This is an optimization exercise on Yosys and OpenROAD, whose aim is small area, a short achievable clock period and few clock cycles per item, not a production implementation.
The RTL was checked by simulation tests, not by an equivalence proof against the original design.

==> flow/design.v (excerpt) <==
module fpu (
    input wire clk,
    input wire rst,
    input wire [31:0] fpscr,
    input wire in_valid,
    input wire [15:0] in_raw,
    input wire [3:0] in_fop,
    input wire [31:0] in_frl,
    input wire [31:0] in_frh,
    input wire [31:0] in_fr0,
    output reg out_valid,
    output reg out_t,
    output reg out_t_wen,
    output reg [31:0] out_fpul,
    output reg out_fpul_wen,
    output reg out_wen,
    output reg [3:0] out_wdst,
    output reg out_wbank,
    output reg [31:0] out_wdata
);
    wire arith = in_valid && ((in_fop == 4'd0) || (in_fop == 4'd5) ||
                              (in_fop == 4'd6) || (in_fop == 4'd8));
    wire sel_fmac_a = in_fop[0];                  
    wire sel_fmac_c = in_fop[2] & !in_fop[1];     
    wire sel_fmul = in_fop[1];
    wire sel_mul = in_fop[2];                     
    wire sel_mul_e = in_fop[0] | in_fop[1];       
    wire sel_sub = in_fop[3];
    wire cmp_eq, cmp_gt;
    fpu_fcmp fcmp (.a(in_frh), .b(in_frl), .eq(cmp_eq), .gt(cmp_gt));
    always @(*) begin
        out_t_wen = in_valid && ((in_fop == 4'd1) || (in_fop == 4'd2));
        out_t = in_fop[0] ? cmp_eq : cmp_gt;
        out_fpul_wen = 1'b0;
        out_fpul = 32'b0;
        out_wen = 1'b1;
    end
  ...
==> flow/config.mk <==
export PLATFORM = sky130hd
export DESIGN_NAME = fpu
export DESIGN_NICKNAME = fpu
export VERILOG_FILES = /design/flow/design.v
export SDC_FILE = /design/flow/constraint.sdc
export NUM_CORES = 4
export LEC_CHECK = 0
export ABC_AREA = 1
export CAP_MARGIN = 20
export CORE_MARGIN = 2
export CORE_UTILIZATION = 40
export PLACE_DENSITY = 0.6
export SLEW_MARGIN = 20
==> flow/constraint.sdc <==
create_clock -name core_clock -period 25.0 [get_ports {clk}]
set_input_delay 5.0000 -clock core_clock [delete_from_list [all_inputs] [get_ports {clk}]]
set_output_delay 5.0000 -clock core_clock [all_outputs]
set_load 0.01 [all_outputs]
standard.sh (not shown) runs the stock make flow with config.mk's settings and CLKGATE_MAP_FILE= SYNTH_SCRIPT=/design/flow/synth_recipe.tcl, a recipe that flattens the netlist after the stock synthesis.
==> flow/flow/run.sh <==
#!/bin/bash
set -euo pipefail
bash standard.sh SETUP_SLACK_MARGIN=11 finish > standard_flow.log 2>&1
Testbench counts at the start, summed over its fixed seeds: cycles 2,056, ops 2,048.
Rerun with:
==> flow/flow/run.sh (replaced) <==
#!/bin/bash
set -euo pipefail
bash standard.sh SETUP_SLACK_MARGIN=12 finish > standard_flow.log 2>&1
- CORE_UTILIZATION: 40 -> 30
- PLACE_DENSITY: 0.6 -> 0.5
The new run finished clean.
Area after synthesis does not change.
Count of clock-buffer cells in the layout rises by 1.
Worst hold slack is worse by 19 ps.
Rerun with:
- CORE_UTILIZATION: 30 -> 55
- PLACE_DENSITY: 0.5 -> 0.7
The new run produced a clean layout.
Worst setup slack gets worse by 21 ps.
Area after synthesis stays the same.
Count of clock-buffer cells in the layout fell by 1.
Worst hold slack gets better by 28 ps.

---

Starting RTL as in the previous note.
clock: 25.0 ns
lec_check: 0
abc_area: 1
cap_margin: 20
core_margin: 2
core_utilization: 40
place_density: 0.6
slew_margin: 20
==> flow/flow/run.sh <==
#!/bin/bash
set -euo pipefail
bash standard.sh SETUP_SLACK_MARGIN=12.5 finish > standard_flow.log 2>&1
The starting point passed the timing, design-rule and antenna checks.
Testbench counts at the start, summed over its fixed seeds: cycles 2,056, ops 2,048.
Next try:
==> flow/flow/run.sh (replaced) <==
#!/bin/bash
set -euo pipefail
bash standard.sh SETUP_SLACK_MARGIN=11.75 finish > standard_flow.log 2>&1
Wire length shrinks by 6.8%.
Worst hold slack is about the same.
Global-route usage drops by 1.4 points.
Next try:
==> flow/flow/run.sh (replaced) <==
#!/bin/bash

set -euo pipefail
bash standard.sh SETUP_SLACK_MARGIN=12 finish > standard_flow.log 2>&1
- ABC_AREA: 1 -> default
The changed run completed with no timing, DRC or antenna violations.
Non-clock buffer count went up by 165.
Utilization went up by 3.3 points.
Routed wire length went up by 11%.
Next try:
==> flow/flow/run.sh (replaced) <==
#!/bin/bash
set -euo pipefail
bash standard.sh SETUP_SLACK_MARGIN=13.5 "BUFFER_PORTS_ARGS=-buffer_cell sky130_fd_sc_hd__buf_4" finish > standard_flow.log 2>&1
- ABC_AREA: default -> 1
Via count rises by 2.6%.
Routed wire length falls by 1.9%.
Final area stays flat.
Core utilization rises by 1.9 points.
Setup slack gets better by 0.83 ns.
Worst hold slack gets worse by 0.33 ns.
Next try:
==> flow/flow/run.sh (replaced) <==
#!/bin/bash
set -euo pipefail
bash standard.sh SETUP_SLACK_MARGIN=12.5 "BUFFER_PORTS_ARGS=-buffer_cell sky130_fd_sc_hd__buf_4" finish > standard_flow.log 2>&1
Effect:
- The changed run completed without violations
- sequential share of layout area goes up by 0.13 points
- final area goes down by a few percent
- count of clock-buffer cells in the layout goes down by 1
- die area is unchanged
- fmax goes down slightly
- routed wire length goes down by a few percent
Next try:
==> flow/flow/run.sh (replaced) <==
#!/bin/bash
set -euo pipefail
bash standard.sh SETUP_SLACK_MARGIN=12 finish > standard_flow.log 2>&1
After rerunning: Wire length came out lower by 5.3%. Sequential share of layout area rises by 0.33 points. Setup slack gets worse by 0.26 ns. Maximum frequency falls by 2.0%.

-- static timing again, ports no longer ideal --
The results above use ideal ports. As a check the final layouts listed here were re-extracted and re-timed, cells and wires unchanged. Step 1 sets driving cells, clkbuf_16 on the clock port and buf_2 on the other inputs (assumed; they add their load-dependent delay and slew). Step 2 also shifts input and output timing later by t, the mid clock arrival at the registers, as if the neighbouring blocks saw the same clock. a / b / c = ideal ports / drivers / drivers and shift; a / b = the first two.
run	t (ns)	setup slack, ns	hold WS [ns]	worst setup path at the end	slew at the worst register clock pin (ns)
the first run of note 1	0.385	11.172 / 11.150 / 11.036	5.089 / 5.072 / 5.456	input to register	0.07 / 0.07
the second run of note 1	0.409	12.086 / 12.047 / 11.884	5.069 / 5.044 / 5.453	input to register	0.07 / 0.07
the third run of note 1	0.379	12.065 / 12.083 / 11.704	5.097 / 5.076 / 5.455	input to register	0.07 / 0.07
the first run of note 2	0.374	12.388 / 12.348 / 12.173	5.098 / 5.085 / 5.459	input to register	0.07 / 0.07
the second run of note 2	0.373	11.867 / 11.847 / 11.641	5.099 / 5.085 / 5.459	input to register	0.07 / 0.07
the third run of note 2	0.387	11.701 / 11.660 / 11.475	5.083 / 5.065 / 5.452	input to register	0.07 / 0.07
the fourth run of note 2	0.383	12.530 / 12.484 / 12.111	4.758 / 4.738 / 5.121	input to register	0.07 / 0.07
the fifth run of note 2	0.386	12.409 / 12.366 / 12.005	4.746 / 4.730 / 5.115	input to register	0.08 / 0.08
the sixth run of note 2	0.387	12.146 / 12.113 / 11.914	5.093 / 5.069 / 5.456	input to register	0.07 / 0.07
After both steps setup and hold are still met in every run listed. For the fourth run of note 2, which loses most, drivers alone change the setup slack by -0.046 ns; drivers and shift together by -0.419 ns.
